Source: an optimization exercise on an open RTL-to-GDS flow (aim: small area). Production flows keep margins and buffers that such runs may drop. Only simulation tests tie the RTL to the original design; equivalence was not proved. Power and IR drop assume default switching activity.

**run.sh**
```bash
#!/bin/bash
# synth_recipe.tcl (not shown) runs the flow's synth.tcl, then flattens the netlist and writes it again
# the make line also repeats each setting of config.mk as NAME=value (left out here)
make -C /OpenROAD-flow-scripts/flow DESIGN_CONFIG=/design/flow/config.mk WORK_HOME=/design/flow/orfs CLKGATE_MAP_FILE= SYNTH_SCRIPT=/design/flow/synth_recipe.tcl finish
```
**config.mk**
```make
export PLATFORM = sky130hd
export DESIGN_NAME = pkt_preprocessor
export DESIGN_NICKNAME = pkt_preprocessor
export VERILOG_FILES = /design/flow/design.v
export SDC_FILE = /design/flow/constraint.sdc
export NUM_CORES = 4
export LEC_CHECK = 0
export CAP_MARGIN = 20
export CORE_MARGIN = 2
export CORE_UTILIZATION = 40
export SLEW_MARGIN = 20
```
**constraint.sdc**
```tcl
create_clock -name core_clock -period 6.0 [get_ports {asclk}]
set_input_delay 1.2000 -clock core_clock [delete_from_list [all_inputs] [get_ports {asclk}]]
set_output_delay 1.2000 -clock core_clock [all_outputs]
set_load 0.01 [all_outputs]
```
**design.v**
```verilog
`timescale 1ns/1ps
  module small_fifo
    #(parameter WIDTH = 72,
      parameter MAX_DEPTH_BITS = 3,
      parameter PROG_FULL_THRESHOLD = 2**MAX_DEPTH_BITS - 1
      )
    (
     input [WIDTH-1:0] din,      
     input          wr_en,    
     input          rd_en,    
     output reg [WIDTH-1:0]  dout,     
     output         full,
     output         nearly_full,
     output         prog_full,
     output         empty,
     input          reset,
     input          clk
     );
parameter MAX_DEPTH        = 2 ** MAX_DEPTH_BITS;
reg [WIDTH-1:0] queue [MAX_DEPTH - 1 : 0];
reg [MAX_DEPTH_BITS - 1 : 0] rd_ptr;
reg [MAX_DEPTH_BITS - 1 : 0] wr_ptr;
reg [MAX_DEPTH_BITS : 0] depth;
always @(posedge clk)
begin
   if (wr_en)
      queue[wr_ptr] <= din;
   if (rd_en)
      dout <=
	      queue[rd_ptr];
end
always @(posedge clk)
begin
   if (reset) begin
      rd_ptr <= 'h0;
      wr_ptr <= 'h0;
      depth  <= 'h0;
   end
   else begin
      if (wr_en) wr_ptr <= wr_ptr + 'h1;
      if (rd_en) rd_ptr <= rd_ptr + 'h1;
      if (wr_en & ~rd_en) depth <=
				   depth + 'h1;
      else if (~wr_en & rd_en) depth <=
				   depth - 'h1;
   end
end
assign full = depth == MAX_DEPTH;
assign prog_full = (depth >= PROG_FULL_THRESHOLD);
assign nearly_full = depth >= MAX_DEPTH-1;
assign empty = depth == 'h0;
endmodule  
`timescale 1ns/1ps
  module fallthrough_small_fifo
    #(parameter WIDTH = 72,
      parameter MAX_DEPTH_BITS = 3,
      parameter PROG_FULL_THRESHOLD = 2**MAX_DEPTH_BITS - 1)
    (
     input [WIDTH-1:0] din,      
     input          wr_en,    
     input          rd_en,    
     output [WIDTH-1:0]  dout,     
     output         full,
     output         nearly_full,
     output         prog_full,
     output reg     empty,
     input          reset,
     input          clk
     );
   reg  fifo_rd_en, empty_nxt;
   small_fifo
     #(.WIDTH (WIDTH),
       .MAX_DEPTH_BITS (MAX_DEPTH_BITS),
       .PROG_FULL_THRESHOLD (PROG_FULL_THRESHOLD))
       fifo
        (.din           (din),
         .wr_en         (wr_en),
         .rd_en         (fifo_rd_en),
         .dout          (dout),
         .full          (full),
         .nearly_full   (nearly_full),
         .prog_full     (prog_full),
         .empty         (fifo_empty),
         .reset         (reset),
         .clk           (clk)
         );
   always @(*) begin
      empty_nxt  = empty;
      fifo_rd_en = 0;
      case (empty)
         1'b1: begin
            if(!fifo_empty) begin
               fifo_rd_en = 1;
               empty_nxt  = 0;
            end
         end
         1'b0: begin
            if(rd_en) begin
               if(fifo_empty) begin
                  empty_nxt = 1;
               end
               else begin
                  fifo_rd_en = 1;
               end
            end
         end
      endcase  
   end  
   always @(posedge clk) begin
      if(reset) begin
         empty <= 1'b1;
      end
      else begin
         empty <= empty_nxt;
      end
   end
endmodule  
`timescale 1ns/1ps
module header_parser
#(
   parameter C_AXIS_DATA_WIDTH=64,
   parameter C_AXIS_LEN_DATA_WIDTH=16,
   parameter C_AXIS_SPT_DATA_WIDTH=8
)
(
   input asclk,
   input aresetn,
   input [C_AXIS_DATA_WIDTH-1:0] tx_data,
   input [(C_AXIS_DATA_WIDTH/8)-1:0] tx_strb,
   input tx_valid,
   input tx_last,
   input [C_AXIS_LEN_DATA_WIDTH-1:0] tx_len_data,
   input [C_AXIS_SPT_DATA_WIDTH-1:0] tx_spt_data,
   input fifo_empty,
   output reg fifo_rd_en,
   output reg tx_user_rd_en,
   output reg dl_start,
   output reg dl_done,
   output reg [C_AXIS_LEN_DATA_WIDTH-1:0] pkt_len,
   output reg [C_AXIS_SPT_DATA_WIDTH-1:0] src_port,
   output reg [47:0] dl_dst,
   output reg [47:0] dl_src,
   output reg [15:0] dl_ethtype,
   output reg [15:0] dl_vlantag,
   output reg mpls_done,
   output reg [19:0] mplslabel,
   output reg [2:0] mplstc,
   output reg arp_done,
   output reg [7:0] arp_op,
   output reg [31:0] arp_ip_src,
   output reg [31:0] arp_ip_dst,
   output reg ip_tp_done,
   output reg [5:0] ip_tos,
   output reg [7:0] ip_proto,
   output reg [31:0] ip_src,
   output reg [31:0] ip_dst,
   output reg [15:0] tp_src,
   output reg [15:0] tp_dst,
   input compose_done,
   output reg [31:0] dl_parse_cnt,
   output reg [31:0] mpls_parse_cnt,
   output reg [31:0] arp_parse_cnt,
   output reg [31:0] ip_tp_parse_cnt
);
   localparam NUM_DT_RD_STATES = 3;
   localparam DT_RD_1ST = 1,
              DT_RD_REST = 2,
              DT_RD_WAIT = 4;
   localparam NUM_DL_STATES = 9;
   localparam DL_WAIT_TVALID = 1,
              DL_PARSE_2ND = 2,
              DL_PARSE_MORE = 4,
              DL_SFT16_1ST = 8,
              DL_SFT16_MORE = 16,
              DL_SFT16_LAST = 32,
              DL_SFT48_1ST = 64,
              DL_SFT48_MORE = 128,
              DL_SFT48_LAST = 256;
   localparam NUM_MPLS_STATES = 2;
   localparam MPLS_WAIT_START = 1,
              MPLS_WAIT_DONE = 2;
   localparam NUM_ARP_STATES = 5;
   localparam ARP_WAIT_START = 1,
              ARP_PARSE_2ND = 2,
              ARP_PARSE_3RD = 4,
              ARP_PARSE_4TH = 8,
              ARP_WAIT_PARSE_DONE = 16;
   localparam NUM_IP_TP_STATES = 5;
   localparam IP_TP_WAIT_START = 1,
              IP_TP_PARSE_2ND = 2,
              IP_TP_PARSE_3RD = 4,
              IP_TP_PARSE_MORE = 8,
              IP_TP_WAIT_DONE = 16;
   wire [C_AXIS_DATA_WIDTH-1:0] be_tx_data_infifo;
   reg [C_AXIS_DATA_WIDTH-1:0] be_tx_data;
   wire [(C_AXIS_DATA_WIDTH/8)-1:0] be_tx_strb_infifo;
   reg [(C_AXIS_DATA_WIDTH/8)-1:0] be_tx_strb;
   reg [C_AXIS_LEN_DATA_WIDTH-1:0] tx_len_data_int;
   reg [C_AXIS_SPT_DATA_WIDTH-1:0] tx_spt_data_int;
   reg [NUM_DT_RD_STATES-1:0] dt_rd_state, dt_rd_state_nxt;
   reg tx_valid_int, tx_valid_int_nxt;
   reg tx_last_int, tx_last_int_nxt;
   reg vlan_msb, vlan_lsb;
   wire vlan_msb_nxt, vlan_lsb_nxt;
   reg  dl_start_nxt;
   reg [C_AXIS_LEN_DATA_WIDTH-1:0] pkt_len_nxt;
   reg [C_AXIS_SPT_DATA_WIDTH-1:0] src_port_nxt;
   reg [47:0] dl_dst_nxt;
   reg [47:0] dl_src_nxt;
   reg [15:0] dl_ethtype_nxt;
   reg [15:0] dl_vlantag_nxt;
   reg [C_AXIS_DATA_WIDTH-1:0] dl_tdata, dl_tdata_nxt;
   reg [15:0] dl_tdata16_buf, dl_tdata16_buf_nxt;
   reg [47:0] dl_tdata48_buf, dl_tdata48_buf_nxt;
   reg dl_done_nxt;
   reg ip_start, ip_start_nxt;
   reg arp_start, arp_start_nxt;
   reg mpls_start, mpls_start_nxt;
   reg dl_valid, dl_valid_nxt;
   reg [NUM_DL_STATES-1:0] dl_state, dl_state_nxt;
   reg [19:0] mplslabel_nxt;
   reg [2:0] mplstc_nxt;
   reg mpls_done_nxt;
   reg [NUM_MPLS_STATES-1:0] mpls_state, mpls_state_nxt;
   reg [7:0] arp_op_nxt;
   reg [31:0] arp_ip_src_nxt;
   reg [31:0] arp_ip_dst_nxt;
   reg arp_done_nxt;
   reg [NUM_ARP_STATES-1:0] arp_state, arp_state_nxt;
   reg [7:0] ip_hlen, ip_hlen_nxt;
   reg [5:0] ip_tos_nxt;
   reg ip_flag, ip_flag_nxt;
   reg [12:0] ip_frg, ip_frg_nxt;
   reg [7:0] ip_proto_nxt;
   reg [31:0] ip_src_nxt;
   reg [31:0] ip_dst_nxt;
   reg [15:0] tp_src_nxt;
   reg [15:0] tp_dst_nxt;
   reg ip_tp_done_nxt;
   reg [NUM_IP_TP_STATES-1:0] ip_state, ip_state_nxt;
   generate
      genvar i;
      for (i=0; i<8; i=i+1) begin:gen_network_order_data
         assign be_tx_strb_infifo[7-i] = tx_strb[i];
         assign be_tx_data_infifo[((56-i*8)+7):(56-i*8)] = tx_data[(i*8+7):(i*8)];
      end
   endgenerate
   always @(*) begin
      fifo_rd_en = 0;
      tx_user_rd_en = 0;
      tx_valid_int_nxt = 0;
      tx_last_int_nxt = 0;
      dt_rd_state_nxt = dt_rd_state;
      case (dt_rd_state)
         DT_RD_1ST: begin
            if (~fifo_empty) begin
               fifo_rd_en = 1;
               tx_user_rd_en = 1;
               tx_valid_int_nxt = tx_valid;
               dt_rd_state_nxt = DT_RD_REST;
            end
         end
         DT_RD_REST: begin
            if (~fifo_empty) begin
               fifo_rd_en = 1;
               tx_valid_int_nxt = tx_valid;
               tx_last_int_nxt = tx_last;
               if (tx_last) begin
                  dt_rd_state_nxt = DT_RD_WAIT;
               end
            end
         end
         DT_RD_WAIT: begin
            dt_rd_state_nxt = DT_RD_1ST;
         end
      endcase
   end
   always @(posedge asclk) begin
      if (~aresetn) begin
         tx_valid_int <= 0;
         tx_last_int <= 0;
         dt_rd_state <= DT_RD_1ST;
      end
      else begin
         tx_valid_int <= tx_valid_int_nxt;
         tx_last_int <= tx_last_int_nxt;
         dt_rd_state <= dt_rd_state_nxt;
      end
   end
   assign vlan_msb_nxt = ((be_tx_data_infifo[63:48] == 16'h8100) || (be_tx_data_infifo[63:48] == 16'h88a8)) ? 1 : 0;
   assign vlan_lsb_nxt = ((be_tx_data_infifo[31:16] == 16'h8100) || (be_tx_data_infifo[31:16] == 16'h88a8)) ? 1 : 0;
   always @(posedge asclk) begin
      if (~aresetn) begin
         be_tx_data <= 0;
         be_tx_strb <= 0;
         tx_len_data_int <= 0;
         tx_spt_data_int <= 0;
         vlan_msb <= 0;
         vlan_lsb <= 0;
      end
      else begin
         be_tx_data <= be_tx_data_infifo;
         be_tx_strb <= be_tx_strb_infifo;
         tx_len_data_int <= tx_len_data;
         tx_spt_data_int <= tx_spt_data;
         vlan_lsb <= vlan_lsb_nxt;
         vlan_msb <= vlan_msb_nxt;
      end
   end
   always @(*) begin
      dl_start_nxt = 0;
      pkt_len_nxt = pkt_len;
      src_port_nxt = src_port;
      dl_dst_nxt = dl_dst;
      dl_src_nxt = dl_src;
      dl_ethtype_nxt = dl_ethtype;
      dl_vlantag_nxt = dl_vlantag;
      dl_tdata_nxt = be_tx_data;
      dl_tdata16_buf_nxt = dl_tdata16_buf;
      dl_tdata48_buf_nxt = dl_tdata48_buf;
      dl_done_nxt = 0;
      ip_start_nxt = 0;
      arp_start_nxt = 0;
      mpls_start_nxt = 0;
      dl_valid_nxt = 0;
      dl_state_nxt = dl_state;
      case (dl_state)
         DL_WAIT_TVALID: begin
            pkt_len_nxt = tx_len_data_int;
            src_port_nxt = tx_spt_data_int;
            if (tx_valid_int) begin
               dl_dst_nxt = be_tx_data[63:16];
               dl_src_nxt[47:32] = be_tx_data[15:0];
               dl_start_nxt = 1;
               dl_state_nxt = DL_PARSE_2ND;
            end
         end
         DL_PARSE_2ND: begin
            if (tx_valid_int) begin
               dl_src_nxt[31:0] = be_tx_data[63:32];
               dl_ethtype_nxt = be_tx_data[31:16];
               if (vlan_lsb) begin
                  dl_vlantag_nxt = be_tx_data[15:0];
                  dl_state_nxt = DL_PARSE_MORE;
               end
               else begin
                  dl_tdata16_buf_nxt = be_tx_data[15:0];
                  dl_vlantag_nxt = 16'hffff;
                  dl_state_nxt = DL_SFT16_1ST;
               end
            end
         end
         DL_PARSE_MORE: begin
            if (tx_valid_int) begin
               if (~vlan_msb) begin
                  dl_ethtype_nxt = be_tx_data[63:48];
                  dl_tdata48_buf_nxt = be_tx_data[47:0];
                  dl_state_nxt = DL_SFT48_1ST;
               end
               else if (~vlan_lsb) begin
                  dl_ethtype_nxt = be_tx_data[31:16];
                  dl_tdata16_buf_nxt = be_tx_data[15:0];
                  dl_state_nxt = DL_SFT16_1ST;
               end
            end
         end
         DL_SFT16_1ST: begin
            if (tx_valid_int) begin
               dl_tdata_nxt = {dl_tdata16_buf, be_tx_data[63:16]};
               dl_tdata16_buf_nxt = be_tx_data[15:0];
               dl_valid_nxt = 1;
               case (dl_ethtype)
                  16'h0800: ip_start_nxt = 1;
                  16'h0806: arp_start_nxt = 1;
                  16'h8847: mpls_start_nxt = 1;
                  16'h8848: mpls_start_nxt = 1;
                  default: dl_done_nxt = 1;
               endcase
               if (tx_last_int)  begin
                  if (|be_tx_strb[1:0]) begin
                     dl_state_nxt = DL_SFT16_LAST;
                  end
                  else begin
                     dl_state_nxt = DL_WAIT_TVALID;
                  end
               end
               else begin
                  dl_state_nxt = DL_SFT16_MORE;
               end
            end
         end
         DL_SFT16_MORE: begin
            if (tx_valid_int) begin
               dl_tdata_nxt = {dl_tdata16_buf, be_tx_data[63:16]};
               dl_tdata16_buf_nxt = be_tx_data[15:0];
               dl_valid_nxt = 1;
               if (tx_last_int)  begin
                  if (|be_tx_strb[1:0]) begin
                     dl_state_nxt = DL_SFT16_LAST;
                  end
                  else begin
                     dl_state_nxt = DL_WAIT_TVALID;
                  end
               end
            end
         end
         DL_SFT16_LAST: begin
            dl_tdata_nxt = {dl_tdata16_buf, 48'hCA_FE_BE_EF_F0_0D};  
            dl_valid_nxt = 1;
            dl_state_nxt = DL_WAIT_TVALID;
         end
         DL_SFT48_1ST: begin
            if (tx_valid_int) begin
               dl_tdata_nxt = {dl_tdata48_buf, be_tx_data[63:48]};
               dl_tdata48_buf_nxt = be_tx_data[47:0];
               dl_valid_nxt = 1;
               case (dl_ethtype)
                  16'h0800: ip_start_nxt = 1;
                  16'h0806: arp_start_nxt = 1;
                  16'h8847: mpls_start_nxt = 1;
                  16'h8848: mpls_start_nxt = 1;
                  default: dl_done_nxt = 1;
               endcase
               if (tx_last_int)  begin
                  if (|be_tx_strb[5:0]) begin
                     dl_state_nxt = DL_SFT48_LAST;
                  end
                  else begin
                     dl_state_nxt = DL_WAIT_TVALID;
                  end
               end
               else begin
                  dl_state_nxt = DL_SFT48_MORE;
               end
            end
         end
         DL_SFT48_MORE: begin
            if (tx_valid_int) begin
               dl_tdata_nxt = {dl_tdata48_buf, be_tx_data[63:48]};
               dl_tdata48_buf_nxt = be_tx_data[47:0];
               dl_valid_nxt = 1;
               if (tx_last_int)  begin
                  if (|be_tx_strb[5:0]) begin
                     dl_state_nxt = DL_SFT48_LAST;
                  end
                  else begin
                     dl_state_nxt = DL_WAIT_TVALID;
                  end
               end
            end
         end
         DL_SFT48_LAST: begin
            dl_tdata_nxt = {dl_tdata48_buf, 16'h90_0D};  
            dl_valid_nxt = 1;
            dl_state_nxt = DL_WAIT_TVALID;
         end
      endcase
   end
   always @(posedge asclk) begin
      if (~aresetn) begin
         dl_start <= 0;
         pkt_len <= 0;
         src_port <= 0;
         dl_dst <= 0;
         dl_src <= 0;
         dl_ethtype <= 0;
         dl_vlantag <= 0;
         dl_tdata <= 0;
         dl_tdata16_buf <= 0;
         dl_tdata48_buf <= 0;
         dl_done <= 0;
         ip_start <= 0;
         arp_start <= 0;
         mpls_start <= 0;
         dl_valid <= 0;
         dl_state <= DL_WAIT_TVALID;
      end
      else begin
         dl_start <= dl_start_nxt;
         pkt_len <= pkt_len_nxt;
         src_port <= src_port_nxt;
         dl_dst <= dl_dst_nxt;
         dl_src <= dl_src_nxt;
         dl_ethtype <= dl_ethtype_nxt;
         dl_vlantag <= dl_vlantag_nxt;
         dl_tdata <= dl_tdata_nxt;
         dl_tdata16_buf <= dl_tdata16_buf_nxt;
         dl_tdata48_buf <= dl_tdata48_buf_nxt;
         dl_done <= dl_done_nxt;
         ip_start <= ip_start_nxt;
         arp_start <= arp_start_nxt;
         mpls_start <= mpls_start_nxt;
         dl_valid <= dl_valid_nxt;
         dl_state <= dl_state_nxt;
      end
   end
   always @(*) begin
      mplslabel_nxt = mplslabel;
      mplstc_nxt = mplstc;
      mpls_done_nxt = 0;
      mpls_state_nxt = mpls_state;
      case (mpls_state)
         MPLS_WAIT_START: begin
            if (mpls_start) begin
               mplslabel_nxt = dl_tdata[51:32];
               mplstc_nxt = dl_tdata[54:52];
               mpls_done_nxt = 1;
               mpls_state_nxt = MPLS_WAIT_DONE;
            end
         end
         MPLS_WAIT_DONE: begin
            if (compose_done) begin
               mpls_state_nxt = MPLS_WAIT_START;
            end
         end
      endcase
   end
   always @(posedge asclk) begin
      if (~aresetn) begin
         mplslabel <= 0;
         mplstc <= 0;
         mpls_done <= 0;
         mpls_state <= MPLS_WAIT_START;
      end
      else begin
         mplslabel <= mplslabel_nxt;
         mplstc <= mplstc_nxt;
         mpls_done <= mpls_done_nxt;
         mpls_state <= mpls_state_nxt;
      end
   end
   always @(*) begin
      arp_op_nxt = arp_op;
      arp_ip_src_nxt = arp_ip_src;
      arp_ip_dst_nxt = arp_ip_dst;
      arp_done_nxt = 0;
      arp_state_nxt = arp_state;
      case (arp_state)
         ARP_WAIT_START: begin
            if (arp_start) begin
               arp_op_nxt = dl_tdata[7:0];
               arp_state_nxt = ARP_PARSE_2ND;
            end
         end
         ARP_PARSE_2ND: begin
            if (dl_valid) begin
               arp_ip_src_nxt[31:16] = dl_tdata[15:0];
               arp_state_nxt = ARP_PARSE_3RD;
            end
         end
         ARP_PARSE_3RD: begin
            if (dl_valid) begin
               arp_ip_src_nxt[15:0] = dl_tdata[63:48];
               arp_state_nxt = ARP_PARSE_4TH;
            end
         end
         ARP_PARSE_4TH: begin
            if (dl_valid) begin
               arp_ip_dst_nxt = dl_tdata[63:32];
               arp_done_nxt = 1;
               arp_state_nxt = ARP_WAIT_PARSE_DONE;
            end
         end
         ARP_WAIT_PARSE_DONE: begin
            if (compose_done) begin
               arp_state_nxt = ARP_WAIT_START;
            end
         end
      endcase
   end
   always @(posedge asclk) begin
      if (~aresetn) begin
         arp_op <= 0;
         arp_ip_src <= 0;
         arp_ip_dst <= 0;
         arp_done <= 0;
         arp_state <= ARP_WAIT_START;
      end
      else begin
         arp_op <= arp_op_nxt;
         arp_ip_src <= arp_ip_src_nxt;
         arp_ip_dst <= arp_ip_dst_nxt;
         arp_done <= arp_done_nxt;
         arp_state <= arp_state_nxt;
      end
   end
   always @(*) begin
      ip_hlen_nxt = ip_hlen;
      ip_tos_nxt = ip_tos;
      ip_flag_nxt = ip_flag;
      ip_frg_nxt = ip_frg;
      ip_proto_nxt = ip_proto;
      ip_src_nxt = ip_src;
      ip_dst_nxt = ip_dst;
      tp_src_nxt = tp_src;
      tp_dst_nxt = tp_dst;
      ip_state_nxt = ip_state;
      ip_tp_done_nxt = 0;
      case (ip_state)
         IP_TP_WAIT_START: begin
            if (ip_start) begin
               ip_hlen_nxt = dl_tdata[59:56] - 2;
               ip_tos_nxt = dl_tdata[55:50];
               ip_flag_nxt = dl_tdata[15] || (|dl_tdata[12:0]);
               ip_frg_nxt = dl_tdata[12:0];
               ip_state_nxt = IP_TP_PARSE_2ND;
            end
         end
         IP_TP_PARSE_2ND: begin
            if (dl_valid) begin
               ip_hlen_nxt = ip_hlen - 2;
               ip_proto_nxt = dl_tdata[55:48];
               ip_src_nxt = dl_tdata[31:0];
               ip_state_nxt = IP_TP_PARSE_3RD;
            end
         end
         IP_TP_PARSE_3RD: begin
            if (dl_valid) begin
               ip_dst_nxt = dl_tdata[63:32];
               if (ip_flag) begin
                  ip_tp_done_nxt = 1;
                  tp_src_nxt = 0;
                  tp_dst_nxt = 0;
                  ip_state_nxt = IP_TP_WAIT_DONE;
               end
               else if (ip_hlen == 0) begin
                  ip_tp_done_nxt = 1;
                  ip_tos_nxt = 0;
                  ip_proto_nxt = 0;
                  ip_src_nxt = 0;
                  ip_dst_nxt = 0;
                  ip_state_nxt = IP_TP_WAIT_DONE;
               end
               else if (ip_hlen == 1) begin
                  ip_tp_done_nxt = 1;
                  case (ip_proto)
                     8'h01: begin
                        tp_src_nxt = {8'h0, dl_tdata[31:24]};  
                        tp_dst_nxt = {8'h0, dl_tdata[23:16]};  
                     end
                     8'h11, 8'h06, 8'h84: begin
                        tp_src_nxt = dl_tdata[31:16];
                        tp_dst_nxt = dl_tdata[15:0];
                     end
                     default: begin
                        tp_src_nxt = 0;
                        tp_dst_nxt = 0;
                     end
                  endcase
                  ip_state_nxt = IP_TP_WAIT_DONE;
               end
               else begin
                  ip_hlen_nxt = ip_hlen - 2;
                  ip_state_nxt = IP_TP_PARSE_MORE;
               end
            end
         end
         IP_TP_PARSE_MORE: begin
            if (dl_valid) begin
               if (ip_hlen == 0) begin
                  ip_tp_done_nxt = 1;
                  case (ip_proto)
                     8'h01: begin
                        tp_src_nxt = {8'h0, dl_tdata[63:56]};  
                        tp_dst_nxt = {8'h0, dl_tdata[55:48]};  
                     end
                     8'h11, 8'h06, 8'h84: begin
                        tp_src_nxt = dl_tdata[63:48];
                        tp_dst_nxt = dl_tdata[47:32];
                     end
                     default: begin
                        tp_src_nxt = 0;
                        tp_dst_nxt = 0;
                     end
                  endcase
                  ip_state_nxt = IP_TP_WAIT_DONE;
               end
               else if (ip_hlen == 1) begin
                  ip_tp_done_nxt = 1;
                  case (ip_proto)
                     8'h01: begin
                        tp_src_nxt = {8'h0, dl_tdata[31:24]};  
                        tp_dst_nxt = {8'h0, dl_tdata[23:16]};  
                     end
                     8'h11, 8'h06, 8'h84: begin
                        tp_src_nxt = dl_tdata[31:16];
                        tp_dst_nxt = dl_tdata[15:0];
                     end
                     default: begin
                        tp_src_nxt = 0;
                        tp_dst_nxt = 0;
                     end
                  endcase
                  ip_state_nxt = IP_TP_WAIT_DONE;
               end
               else begin
                  ip_hlen_nxt = ip_hlen - 2;
                  ip_state_nxt = IP_TP_PARSE_MORE;
               end
            end
         end
         IP_TP_WAIT_DONE: begin
            if (compose_done) begin
               ip_state_nxt = IP_TP_WAIT_START;
            end
         end
      endcase
   end
   always @(posedge asclk) begin
      if (~aresetn) begin
         ip_hlen <= 0;
         ip_tos <= 0;
         ip_flag <= 0;
         ip_frg <= 0;
         ip_proto <= 0;
         ip_src <= 0;
         ip_dst <= 0;
         tp_src <= 0;
         tp_dst <= 0;
         ip_state <= IP_TP_WAIT_START;
         ip_tp_done <= 0;
      end
      else begin
         ip_hlen <= ip_hlen_nxt;
         ip_tos <= ip_tos_nxt;
         ip_flag <= ip_flag_nxt;
         ip_frg <= ip_frg_nxt;
         ip_proto <= ip_proto_nxt;
         ip_src <= ip_src_nxt;
         ip_dst <= ip_dst_nxt;
         tp_src <= tp_src_nxt;
         tp_dst <= tp_dst_nxt;
         ip_state <= ip_state_nxt;
         ip_tp_done <= ip_tp_done_nxt;
      end
   end
   always @(posedge asclk) begin
      if (~aresetn) begin
         dl_parse_cnt <= 0;
         mpls_parse_cnt <= 0;
         arp_parse_cnt <= 0;
         ip_tp_parse_cnt <= 0;
      end
      else begin
         if (dl_done) begin
             dl_parse_cnt <= dl_parse_cnt + 1;
         end
         if (mpls_done) begin
            mpls_parse_cnt <= mpls_parse_cnt + 1;
         end
         if (arp_done) begin
            arp_parse_cnt <= arp_parse_cnt + 1;
         end
         if (ip_tp_done) begin
            ip_tp_parse_cnt <= ip_tp_parse_cnt + 1;
         end
      end
   end
endmodule
`timescale 1ns/1ps
module lu_entry_composer
#(
    parameter OPENFLOW_MATCH_SIZE=256,
    parameter C_AXIS_LEN_DATA_WIDTH=16,
    parameter C_AXIS_SPT_DATA_WIDTH=8,
    parameter MPLS_ENABLE=0
)
(
   input asclk,
   input aresetn,
   input dl_start,
   input dl_done,
   input [C_AXIS_LEN_DATA_WIDTH-1:0] pkt_len,
   input [C_AXIS_SPT_DATA_WIDTH-1:0] src_port,
   input [47:0] dl_dst,
   input [47:0] dl_src,
   input [15:0] dl_ethtype,
   input [15:0] dl_vlantag,
   input mpls_done,
   input [19:0] mplslabel,
   input [2:0] mplstc,
   input arp_done,
   input [7:0] arp_op,
   input [31:0] arp_ip_src,
   input [31:0] arp_ip_dst,
   input ip_tp_done,
   input [5:0] ip_tos,
   input [7:0] ip_proto,
   input [31:0] ip_src,
   input [31:0] ip_dst,
   input [15:0] tp_src,
   input [15:0] tp_dst,
   output reg compose_done,
   input lu_ack,
   output reg [OPENFLOW_MATCH_SIZE-1:0] lu_entry,
   output reg [C_AXIS_LEN_DATA_WIDTH-1:0] lu_len,
   output reg lu_req
);
   localparam NUM_START_CHECK_STATES = 2;
   localparam SC_WAIT_PARSE_START = 1,
              SC_WAIT_CMP_DONE = 2;
   localparam NUM_REQ_LATCH_STATES = 2;
   localparam RL_WAIT_PARSE_DONE = 1,
              RL_WAIT_REQ = 2;
   localparam NUM_LU_INF_STATES = 2;
   localparam LU_WAIT_INT_REQ = 1,
              LU_WAIT_ACK = 2;
   localparam ENTRY_DL = 4'b1 << 0,
              ENTRY_MPLS = 4'b1 << 1,
              ENTRY_ARP = 4'b1 << 2,
              ENTRY_IP_TP = 4'b1 << 3;
   reg parse_started, parse_started_nxt;
   reg [NUM_START_CHECK_STATES-1:0] sc_state, sc_state_nxt;
   wire [3:0] parse_result;
   reg [OPENFLOW_MATCH_SIZE-1:0] int_entry, int_entry_nxt;
   reg [C_AXIS_LEN_DATA_WIDTH-1:0] int_len, int_len_nxt;
   reg [C_AXIS_SPT_DATA_WIDTH-1:0] int_src_port, int_src_port_nxt;
   reg compose_done_nxt;
   reg int_req, int_req_nxt;
   reg lu_req_prev;
   reg [NUM_REQ_LATCH_STATES-1:0] req_latch_state, req_latch_state_nxt;
   reg lu_req_nxt;
   reg [OPENFLOW_MATCH_SIZE-1:0] lu_entry_nxt;
   reg [C_AXIS_LEN_DATA_WIDTH-1:0] lu_len_nxt;
   reg [NUM_LU_INF_STATES-1:0] lookup_inf_state, lookup_inf_state_nxt;
   always @(*) begin
      parse_started_nxt = parse_started;
      sc_state_nxt = sc_state;
      case (sc_state)
         SC_WAIT_PARSE_START: begin
            if (dl_start == 1) begin
               parse_started_nxt = 1;
               sc_state_nxt = SC_WAIT_CMP_DONE;
            end
         end
         SC_WAIT_CMP_DONE: begin
            if (compose_done == 1) begin
               parse_started_nxt = 0;
               sc_state_nxt = SC_WAIT_PARSE_START;
            end
         end
      endcase
   end
   always @(posedge asclk) begin
      if (~aresetn) begin
         parse_started <= 0;
         sc_state <= SC_WAIT_PARSE_START;
      end
      else begin
         parse_started <= parse_started_nxt;
         sc_state <= sc_state_nxt;
      end
   end
   assign parse_result[0] = dl_done;
   assign parse_result[1] = mpls_done;
   assign parse_result[2] = arp_done;
   assign parse_result[3] = ip_tp_done;
   always @(posedge asclk) begin
      if (~aresetn) begin
         lu_req_prev <= 0;
      end
      else begin
         lu_req_prev <= lu_req;
      end
   end
   always @(*) begin
      int_req_nxt = int_req;
      int_entry_nxt = int_entry;
      int_len_nxt = int_len;
      int_src_port_nxt = int_src_port;
      compose_done_nxt = 0;
      req_latch_state_nxt = req_latch_state;
      case (req_latch_state)
         RL_WAIT_PARSE_DONE: begin
            int_len_nxt = pkt_len;
            int_src_port_nxt = src_port;
            if (parse_started == 1) begin
               case (parse_result)
                  ENTRY_DL: begin   
                     if (MPLS_ENABLE) begin
                        int_entry_nxt = {
                           9'h000,  
                           3'h0,  
                           20'h00000,  
                           8'h00,  
                           dl_vlantag,
                           8'h00,  
                           src_port,
                           dl_src,
                           dl_dst,
                           dl_ethtype,
                           32'h0000_0000,  
                           32'h0000_0000,  
                           8'h00,  
                           16'h0000,  
                           16'h0000  
                        };
                     end
                     else begin
                        int_entry_nxt = {
                           8'h00,  
                           dl_vlantag,
                           8'h00,  
                           src_port,
                           dl_src,
                           dl_dst,
                           dl_ethtype,
                           32'h0000_0000,  
                           32'h0000_0000,  
                           8'h00,  
                           16'h0000,  
                           16'h0000  
                        };
                     end
                     compose_done_nxt = 1;
                     int_req_nxt = 1;
                     req_latch_state_nxt = RL_WAIT_REQ;
                  end
                  ENTRY_MPLS: begin  
                     if (MPLS_ENABLE) begin
                        int_entry_nxt = {
                           9'h000,  
                           mplstc,  
                           mplslabel,  
                           8'h00,  
                           dl_vlantag,
                           8'h00,  
                           src_port,
                           dl_src,
                           dl_dst,
                           dl_ethtype,
                           32'h0000_0000,  
                           32'h0000_0000,  
                           8'h00,  
                           16'h0000,  
                           16'h0000  
                        };
                     end
                     else begin
                        int_entry_nxt = {
                           8'h00,  
                           dl_vlantag,
                           8'h00,  
                           src_port,
                           dl_src,
                           dl_dst,
                           dl_ethtype,
                           32'h0000_0000,  
                           32'h0000_0000,  
                           8'h00,  
                           16'h0000,  
                           16'h0000  
                        };
                     end
                     compose_done_nxt = 1;
                     int_req_nxt = 1;
                     req_latch_state_nxt = RL_WAIT_REQ;
                  end
                  ENTRY_ARP: begin  
                     if (MPLS_ENABLE) begin
                        int_entry_nxt = {
                           9'h000,  
                           3'h0,  
                           20'h00000,  
                           8'h00,  
                           dl_vlantag,
                           8'h00,  
                           src_port,
                           dl_src,
                           dl_dst,
                           dl_ethtype,
                           arp_ip_src,  
                           arp_ip_dst,  
                           arp_op,  
                           16'h0000,  
                           16'h0000  
                        };
                     end
                     else begin
                        int_entry_nxt = {
                           8'h00,  
                           dl_vlantag,
                           8'h00,  
                           src_port,
                           dl_src,
                           dl_dst,
                           dl_ethtype,
                           arp_ip_src,  
                           arp_ip_dst,  
                           arp_op,  
                           16'h0000,  
                           16'h0000  
                        };
                     end
                     compose_done_nxt = 1;
                     int_req_nxt = 1;
                     req_latch_state_nxt = RL_WAIT_REQ;
                  end
                  ENTRY_IP_TP: begin  
                     if (MPLS_ENABLE) begin
                        int_entry_nxt = {
                           9'h000,  
                           3'h0,  
                           20'h00000,  
                           8'h00,  
                           dl_vlantag,
                           ip_tos, 2'b00,  
                           src_port,
                           dl_src,
                           dl_dst,
                           dl_ethtype,
                           ip_src,  
                           ip_dst,  
                           ip_proto,  
                           tp_src,  
                           tp_dst  
                        };
                     end
                     else begin
                        int_entry_nxt = {
                           8'h00,  
                           dl_vlantag,
                           ip_tos, 2'b00,  
                           src_port,
                           dl_src,
                           dl_dst,
                           dl_ethtype,
                           ip_src,  
                           ip_dst,  
                           ip_proto,  
                           tp_src,  
                           tp_dst  
                        };
                     end
                     compose_done_nxt = 1;
                     int_req_nxt = 1;
                     req_latch_state_nxt = RL_WAIT_REQ;
                  end
               endcase
            end
         end
         RL_WAIT_REQ: begin
            if ((lu_req == 1) && (lu_req_prev == 0)) begin
               int_req_nxt = 0;
               req_latch_state_nxt = RL_WAIT_PARSE_DONE;
            end
         end
      endcase
   end
   always @(posedge asclk) begin
      if (~aresetn) begin
        int_req <= 0;
        int_entry <= 0;
        int_len <= 0;
        int_src_port <= 0;
        compose_done <= 0;
        req_latch_state <= RL_WAIT_PARSE_DONE;
      end
      else begin
        int_req <= int_req_nxt;
        int_entry <= int_entry_nxt;
        int_len <= int_len_nxt;
        int_src_port <= int_src_port_nxt;
        compose_done <= compose_done_nxt;
        req_latch_state <= req_latch_state_nxt;
      end
   end
   always @(*) begin
      lu_req_nxt = lu_req;
      lu_entry_nxt = lu_entry;
      lu_len_nxt = lu_len;
      lookup_inf_state_nxt = lookup_inf_state;
      case (lookup_inf_state)
         LU_WAIT_INT_REQ: begin
            if (int_req == 1) begin
               lu_req_nxt = 1;
               lu_entry_nxt = int_entry;
               lu_len_nxt = int_len;
               lookup_inf_state_nxt = LU_WAIT_ACK;
            end
         end
         LU_WAIT_ACK: begin
            if (lu_ack == 1) begin
               lu_req_nxt = 0;
               lookup_inf_state_nxt = LU_WAIT_INT_REQ;
            end
         end
      endcase
   end
   always @(posedge asclk) begin
      if (~aresetn) begin
         lu_req <= 0;
         lu_entry <= 0;
         lu_len <= 0;
         lookup_inf_state <= LU_WAIT_INT_REQ;
      end
      else begin
         lu_req <= lu_req_nxt;
         lu_entry <= lu_entry_nxt;
         lu_len <= lu_len_nxt;
         lookup_inf_state <= lookup_inf_state_nxt;
      end
   end
endmodule
`timescale 1ns/1ps
module pkt_preprocessor
#(
   parameter C_AXIS_DATA_WIDTH=64,
   parameter C_AXIS_TUSER_WIDTH=128,
   parameter C_AXIS_LEN_DATA_WIDTH=16,
   parameter C_AXIS_SPT_DATA_WIDTH=8,
   parameter C_AXIS_DPT_DATA_WIDTH=8,
   parameter OPENFLOW_MATCH_SIZE=256,
   parameter MPLS_ENABLE=0,  
   parameter DATA_WIDTH=32
)
(
   input asclk,
   input aresetn,
   input [C_AXIS_DATA_WIDTH-1:0] s_axis_tdata,
   input [(C_AXIS_DATA_WIDTH/8)-1:0] s_axis_tstrb,
   input [C_AXIS_TUSER_WIDTH-1:0] s_axis_tuser,
   input  s_axis_tvalid,
   input  s_axis_tlast,
   output s_axis_tready,
   output lu_req,
   output [OPENFLOW_MATCH_SIZE-1:0] lu_entry,
   output [C_AXIS_LEN_DATA_WIDTH-1:0] lu_len,
   input lu_ack,
   output [C_AXIS_DATA_WIDTH-1:0] m_axis_tdata,
   output [(C_AXIS_DATA_WIDTH/8)-1:0] m_axis_tstrb,
   output [C_AXIS_TUSER_WIDTH-1:0] m_axis_tuser,
   output m_axis_tvalid,
   output m_axis_tlast,
   input  m_axis_tready,
   output [DATA_WIDTH-1:0] dl_parse_cnt,
   output [DATA_WIDTH-1:0] mpls_parse_cnt,
   output [DATA_WIDTH-1:0] arp_parse_cnt,
   output [DATA_WIDTH-1:0] ip_tp_parse_cnt,
   output pkt_buf_drop
);
   localparam FIFO_CTRL_WIDTH = 2;
   localparam FIFO_DATA_WIDTH = C_AXIS_DATA_WIDTH +
                                C_AXIS_DATA_WIDTH/8 +
                                FIFO_CTRL_WIDTH;
   localparam TUSER_LEN_POS = 0;
   localparam TUSER_SPT_POS = TUSER_LEN_POS
                            + C_AXIS_LEN_DATA_WIDTH;
   localparam NUM_TU_STATES = 2;
   localparam TU_WAIT_TVALID = 1,
              TU_WAIT_TLAST = 2;
   wire m_axis_tvalid_dummy;
   wire pkt_buf_empty;
   wire fifo_nearly_full;
   wire tx_valid;
   wire tx_last;
   wire [C_AXIS_DATA_WIDTH-1:0] tx_data;
   wire [(C_AXIS_DATA_WIDTH/8)-1:0] tx_strb;
   wire fifo_empty;
   wire fifo_rd_en;
   wire dl_start;
   wire dl_done;
   wire [15:0] pkt_len;
   wire [7:0] src_port;
   wire [47:0] dl_dst;
   wire [47:0] dl_src;
   wire [15:0] dl_ethtype;
   wire [15:0] dl_vlantag;
   wire mpls_done;
   wire [19:0] mplslabel;
   wire [2:0] mplstc;
   wire arp_done;
   wire [7:0] arp_op;
   wire [31:0] arp_ip_src;
   wire [31:0] arp_ip_dst;
   wire ip_tp_done;
   wire [5:0] ip_tos;
   wire [7:0] ip_proto;
   wire [31:0] ip_src;
   wire [31:0] ip_dst;
   wire [15:0] tp_src;
   wire [15:0] tp_dst;
   wire compose_done;
   reg [NUM_TU_STATES-1:0] s_tuser_state, s_tuser_state_nxt;
   reg s_tuser_valid, s_tuser_valid_nxt;
   wire s_tuser_wr_en;
   wire [C_AXIS_TUSER_WIDTH-1:0] tx_user;
   wire tx_user_rd_en;
   wire [C_AXIS_LEN_DATA_WIDTH-1:0] tx_len;
   wire [C_AXIS_SPT_DATA_WIDTH-1:0] tx_spt;
   wire m_axis_tlast_int;
   wire m_tuser_rd_en;
   always @(*) begin
      s_tuser_valid_nxt = s_tuser_valid;
      s_tuser_state_nxt = s_tuser_state;
      case (s_tuser_state)
         TU_WAIT_TVALID: begin
            if (s_axis_tvalid) begin
               s_tuser_valid_nxt = 0;
               s_tuser_state_nxt = TU_WAIT_TLAST;
            end
         end
         TU_WAIT_TLAST: begin
            if (s_axis_tlast) begin
               s_tuser_valid_nxt = 1;
               s_tuser_state_nxt = TU_WAIT_TVALID;
            end
         end
      endcase
   end
   always @(posedge asclk) begin
      if (~aresetn) begin
         s_tuser_valid <= 1;
         s_tuser_state <= TU_WAIT_TVALID;
      end
      else begin
         s_tuser_valid <= s_tuser_valid_nxt;
         s_tuser_state <= s_tuser_state_nxt;
      end
   end
   assign s_tuser_wr_en = s_axis_tvalid && s_tuser_valid;
   fallthrough_small_fifo
     #(.WIDTH(C_AXIS_TUSER_WIDTH), .MAX_DEPTH_BITS(3))
     input_metadata_buf
       (.din           (s_axis_tuser),
        .wr_en         (s_tuser_wr_en),
        .rd_en         (tx_user_rd_en),
        .dout          (tx_user),
        .full          (),
        .prog_full     (),
        .nearly_full   (tx_user_nearly_full),
        .empty         (tx_user_empty),
        .reset         (~aresetn),
        .clk           (asclk)
        );
   assign tx_len = tx_user[TUSER_LEN_POS +: C_AXIS_LEN_DATA_WIDTH];
   assign tx_spt = tx_user[TUSER_SPT_POS +: C_AXIS_SPT_DATA_WIDTH];
   fallthrough_small_fifo
     #(.WIDTH(FIFO_DATA_WIDTH), .MAX_DEPTH_BITS(3))
     input_fifo
       (.din           ({s_axis_tvalid,  
                         s_axis_tlast,
                         s_axis_tstrb,
                         s_axis_tdata}),   
        .wr_en         (s_axis_tvalid && s_axis_tready),    
        .rd_en         (fifo_rd_en),       
        .dout          ({tx_valid,  
                         tx_last,
                         tx_strb,
                         tx_data}),
        .full          (),
        .prog_full     (),
        .nearly_full   (fifo_nearly_full),
        .empty         (fifo_empty),
        .reset         (~aresetn),
        .clk           (asclk)
        );
   assign s_axis_tready = ~fifo_nearly_full;
   fallthrough_small_fifo
     #(.WIDTH(FIFO_DATA_WIDTH), .MAX_DEPTH_BITS(4))
     output_pkt_buf
       (.din           ({tx_valid,  
                         tx_last,
                         tx_strb,
                         tx_data}),   
        .wr_en         (fifo_rd_en),    
        .rd_en         ((m_axis_tready && m_axis_tvalid)),
        .dout          ({m_axis_tvalid_dummy,  
                         m_axis_tlast_int,
                         m_axis_tstrb,
                         m_axis_tdata}),
        .full          (pkt_buf_drop),
        .prog_full     (),
        .nearly_full   (),
        .empty         (pkt_buf_empty),
        .reset         (~aresetn),
        .clk           (asclk)
        );
   assign m_axis_tvalid = ~pkt_buf_empty;
   assign m_axis_tlast = m_axis_tlast_int && ~pkt_buf_empty;
   assign m_tuser_rd_en = m_axis_tready && m_axis_tlast_int && ~pkt_buf_empty;
   fallthrough_small_fifo
     #(.WIDTH(C_AXIS_TUSER_WIDTH), .MAX_DEPTH_BITS(4))
     output_metadata_fifo
       (.din           (tx_user),
        .wr_en         (tx_user_rd_en),
        .rd_en         (m_tuser_rd_en),
        .dout          (m_axis_tuser),
        .full          (),
        .prog_full     (),
        .nearly_full   (),
        .empty         (),
        .reset         (~aresetn),
        .clk           (asclk)
        );
   header_parser
     #(.C_AXIS_DATA_WIDTH(C_AXIS_DATA_WIDTH),
       .C_AXIS_LEN_DATA_WIDTH(C_AXIS_LEN_DATA_WIDTH),
       .C_AXIS_SPT_DATA_WIDTH(C_AXIS_SPT_DATA_WIDTH))
     header_parser
       (.tx_data (tx_data),
        .tx_strb (tx_strb),
        .tx_valid (tx_valid),
        .tx_last (tx_last),
        .tx_len_data (tx_len),
        .tx_spt_data (tx_spt),
        .fifo_empty (fifo_empty),
        .fifo_rd_en (fifo_rd_en),
        .tx_user_rd_en (tx_user_rd_en),
        .dl_start (dl_start),
        .dl_done (dl_done),
        .pkt_len (pkt_len),
        .src_port (src_port),
        .dl_dst (dl_dst),
        .dl_src (dl_src),
        .dl_ethtype (dl_ethtype),
        .dl_vlantag (dl_vlantag),
        .mpls_done (mpls_done),
        .mplslabel (mplslabel),
        .mplstc (mplstc),
        .arp_done (arp_done),
        .arp_op (arp_op),
        .arp_ip_src (arp_ip_src),
        .arp_ip_dst (arp_ip_dst),
        .ip_tp_done (ip_tp_done),
        .ip_tos (ip_tos),
        .ip_proto (ip_proto),
        .ip_src (ip_src),
        .ip_dst (ip_dst),
        .tp_src (tp_src),
        .tp_dst (tp_dst),
        .compose_done (compose_done),
        .dl_parse_cnt (dl_parse_cnt),
        .mpls_parse_cnt (mpls_parse_cnt),
        .arp_parse_cnt (arp_parse_cnt),
        .ip_tp_parse_cnt (ip_tp_parse_cnt),
        .aresetn (aresetn),
        .asclk (asclk)
        );
   lu_entry_composer
     #(.OPENFLOW_MATCH_SIZE(OPENFLOW_MATCH_SIZE),
       .C_AXIS_LEN_DATA_WIDTH(C_AXIS_LEN_DATA_WIDTH),
       .C_AXIS_SPT_DATA_WIDTH(C_AXIS_SPT_DATA_WIDTH),
       .MPLS_ENABLE(MPLS_ENABLE))
     lu_entry_composer
       (.dl_start (dl_start),
        .dl_done (dl_done),
        .pkt_len (pkt_len),
        .src_port (src_port),
        .dl_dst (dl_dst),
        .dl_src (dl_src),
        .dl_ethtype (dl_ethtype),
        .dl_vlantag (dl_vlantag),
        .mpls_done (mpls_done),
        .mplslabel (mplslabel),
        .mplstc (mplstc),
        .arp_done (arp_done),
        .arp_op (arp_op),
        .arp_ip_src (arp_ip_src),
        .arp_ip_dst (arp_ip_dst),
        .ip_tp_done (ip_tp_done),
        .ip_tos (ip_tos),
        .ip_proto (ip_proto),
        .ip_src (ip_src),
        .ip_dst (ip_dst),
        .tp_src (tp_src),
        .tp_dst (tp_dst),
        .compose_done (compose_done),
        .lu_req (lu_req),
        .lu_entry (lu_entry),
        .lu_len (lu_len),
        .lu_ack (lu_ack),
        .aresetn (aresetn),
        .asclk (asclk)
        );
endmodule
```
==> impl_metrics.json <==
{
  "ys_ff_latch": 6549,
  "insertion_delay_ns": 1.16,
  "worstSetupPathType": "register to primary output",
  "drv_slew": 0,
  "fin_crit_sh_pct": 71.89,
  "grt_usage_pct": 20.89,
  "cts_setup_buffers": 0,
  "rr_worst_depth": 7,
  "synth_cells": 13090,
  "cts_max_level": 6,
  "synth_flop_cell": "edfxtp_1",
  "layout_commonest_cell": "edfxtp_1",
  "cp.arrival_ns": 3.11,
  "nFillCells": 50160,
  "overflow": 0,
  "p_leak_uw": 0.08708,
  "end_kind": "primary output",
  "final_cells": 22700,
  "synth_edf_count": 5235,
  "drt_iter0_markers": 12940,
  "dp.cells": 21400,
  "status": "no timing/DRC/antenna violations",
  "cts.clk_slew.worst_paths_ns": 0.06,
  "initial_core_util_pct": 40.14,
  "maxCapViolCount": 0,
  "tightest_slew_ns": 1.119,
  "grt_max_degree": 196,
  "ys_warn_count": 17,
  "place_area_um2": 260500,
  "ant_nets": 0,
  "syn_area_per_cell_um2": 18.47,
  "crit-reg2reg-launch": "header_parser.ip_state[4]",
  "gp_congestion": 0.8373,
  "grt_pass1_vias": 123800,
  "cts_made_buffers": 672,
  "drt_wl_total_um": 655800,
  "cts_buffer_depth": 4,
  "layout-drive-gt1-share_pct": 19.90,
  "max_stage_delay_ns": 0.85,
  "cts_resized": 0,
  "cts_tree": "done",
  "cpMaxStageDelayCell": "clkdlybuf4s50_1",
  "r2r-end": "header_parser.tp_dst[5]",
  "ctsRootBufferMaster": "clkbuf_16",
  "drc": 0,
  "vdd_drop_max_mv": 0.4307,
  "rows": 285,
  "ys_seq_area_share_pct": 75.91,
  "rsz0062_at_grt": "no",
  "crit_path_start_kind": "register",
  "required_ns": 4.80,
  "stdcell_area_um2": 282600,
  "grt_first_pass_wirelength_um": 928700,
  "core_um2": 602300,
  "hold_viol": 0,
  "hp-start": "header_parser.dl_dst[12]",
  "cts_sinks": 6549,
  "seq_area_um2": 183600,
  "hold_path.class": "register to register",
  "fin_skew_ns": 0.1209,
  "die_h_um": 781.4,
  "critPathMaxFanout": 4,
  "power_density_nw_per_um2": 439.8,
  "final_nets": 14290,
  "multi_input_area_um2": 55480,
  "die_area_um2": 610600,
  "whs_endpoint": "lu_entry_composer.int_entry[132]",
  "synthesis.area_um2": 241800,
  "cts-hold-fix-buffers": 0,
  "wl_per_cell_um": 28.90,
  "setup_viol": 0,
  "areaGrowthSynthToFinish_pct": 16.88,
  "numPortBuffers": 800,
  "max_freq_mhz": 231.8,
  "dp_hpwl_um": 385200,
  "chipWidth_um": 781.4,
  "antenna_found_initial": 158,
  "layout_common_cells": "5235 x edfxtp_1, 1484 x nand2_1, 1390 x mux4_2, 1300 x dfxtp_1, 799 x clkdlybuf4s50_1",
  "synth_cell_types": 73,
  "setup_tns_ns": 0,
  "dr_total_vias": 125500,
  "cp_cell_sequence": "or4_1, nor2_1, clkdlybuf4s50_1",
  "viasPerCell": 5.531,
  "firstDrtPassIters": 9,
  "post-route-min-period_ns": 4.313,
  "top_level_ports": 811,
  "worstHoldPathCells": 2,
  "synthArstFlopShare_pct": 0,
  "slew_headroom_pct": 24.63,
  "ff2ff_setup_slack_ns": 2.51
}
[final cells by class]
type,instances,share of cell area (%)
inverter,68,0.09919
sequential,6549,64.96
clock inverter,368,1.413
timing repair buffer,1043,3.925
multi-input combinational,5705,19.64
clock buffer,867,6.354
tap,8036,3.558
antenna,61,0.05402
[sequential cells by signal, summed over array words and instances (netlist names), 73 cells and up]
name / count
output_metadata_fifo.fifo.queue: 2048
output_pkt_buf.fifo.dout: 73
input_fifo.fifo.dout: 74
lu_entry_composer.int_entry: 246
lu_entry_composer.lu_entry: 246
input_metadata_buf.fifo.queue: 1024
input_fifo.fifo.queue: 592
output_metadata_fifo.fifo.dout: 128
output_pkt_buf.fifo.queue: 1168
input_metadata_buf.fifo.dout: 128
[worst max-delay path: cells and delay by family (launching register included)]
| kind | cells | cell delay, ns |
|---|---|---|
| flip-flops | 1 | 0.34 |
| buffers and inverters | 1 | 0.85 |
| AND/OR/NAND/NOR | 2 | 0.86 |
[per-stage QoR]
| step | worst slack, ns | total power (uW) | util [%] | hold slack (ns) |
|---|---|---|---|---|
| floorplan | -1.656 | 73300 | - | 0.4218 |
| global placement | 1.336 | 84260 | 43.24 | 0.4367 |
| detailed placement | 1.553 | 84470 | 43.25 | 0.4332 |
| CTS | 1.671 | 125700 | 46.89 | 0.3751 |
| global route | 1.556 | 128800 | 46.90 | 0.4049 |
| finish | 1.687 | 124300 | 46.92 | 0.3647 |
[per-layer routing]
metal	share of wire, %	GRT usage, %	up-vias
li1	-	-	53580
met1	41	28.73	66360
met2	49	34.41	4497
met3	7.2	3.936	1047
met4	2.9	5.378	46
met5	0.046	0	-
[synthesized netlist by cell type (35+ instances only)]
| cell type | count | share of area [%] |
|---|---|---|
| mux4_2 | 1390 | 13 |
| nor2_1 | 468 | 0.73 |
| a222oi_1 | 35 | 0.14 |
| mux2_2 | 208 | 0.97 |
| o21ai_0 | 72 | 0.15 |
| edfxtp_1 | 5235 | 65 |
| ha_1 | 37 | 0.19 |
| nor2b_1 | 36 | 0.093 |
| mux2i_1 | 63 | 0.26 |
| a221oi_1 | 124 | 0.45 |
| a21oi_1 | 794 | 1.6 |
| xor2_1 | 95 | 0.34 |
| inv_1 | 67 | 0.10 |
| dfxtp_1 | 1314 | 11 |
| nor3_1 | 136 | 0.28 |
| a22oi_1 | 64 | 0.20 |
| buf_1 | 138 | 0.21 |
| and2_1 | 110 | 0.28 |
| clkbuf_1 | 567 | 0.88 |
| nand4_1 | 50 | 0.13 |
| xnor2_1 | 50 | 0.18 |
| buf_2 | 54 | 0.11 |
| nand3_1 | 107 | 0.22 |
| a22o_1 | 65 | 0.24 |
| nand2_1 | 1485 | 2.3 |
[power breakdown]
part | internal [uW] | switching [uW] | leakage [uW]
Sequential | 56700 | 5700 | 0.0582
Clock | 23300 | 18000 | 0.0106
Combinational | 9660 | 10900 | 0.0183
[cell families (layout without fill, tap and decap cells)]
kind of cell	after synthesis	in the layout	synth area share (%)
AOI/OAI and AO/OA	1275	1275	3.213
xor gates and xnor gates	145	145	0.5253
adders and majority gates	41	41	0.2246
buffers and inverters	844	2346	1.368
DFF	6549	6549	75.91
muxes	1661	1661	14.18
other	1	71	0.001551
and+or+nand+nor	2573	2573	4.581
[worst max path at each step]
stage / startpoint / endpoint / slack (ns) / cells past startpoint
after CTS: output_pkt_buf.fifo.depth[0] / pkt_buf_drop / 1.67 / 3
after detailed placement: s_axis_tvalid / input_metadata_buf.fifo.queue[7][120] / 1.55 / 7
after global placement: s_axis_tvalid / input_metadata_buf.fifo.queue[4][120] / 1.34 / 7
final: output_pkt_buf.fifo.depth[0] / pkt_buf_drop / 1.69 / 3
after global routing: output_pkt_buf.fifo.depth[0] / pkt_buf_drop / 1.56 / 3
after floorplan: s_axis_tvalid / input_metadata_buf.fifo.queue[7][0] / -1.66 / 4

==> static timing again, ports no longer ideal <==
No port has a modelled driver above. Below, the same layout with a new extraction and two added sets of constraints. Step 1: set_driving_cell puts a clkbuf_16 on asclk and a buf_2 on each other input, an assumption about the parent block. Step 2 times the ports against the registers' clock, not the clock port: input delays grow and output delays shrink by t, the midpoint of the rising clock arrivals with the driver on. Slacks: ideal / step 1 / step 2; pairs: ideal / step 1.
t, ns: 1.206
setup slack, ns: 1.687 / 1.555 / 1.351
latest minus earliest clock arrival (ns): 0.164 / 0.164
After both steps this run still meets setup and hold. For this run, drivers alone change the setup slack by -0.132 ns; drivers and shift together by -0.336 ns.
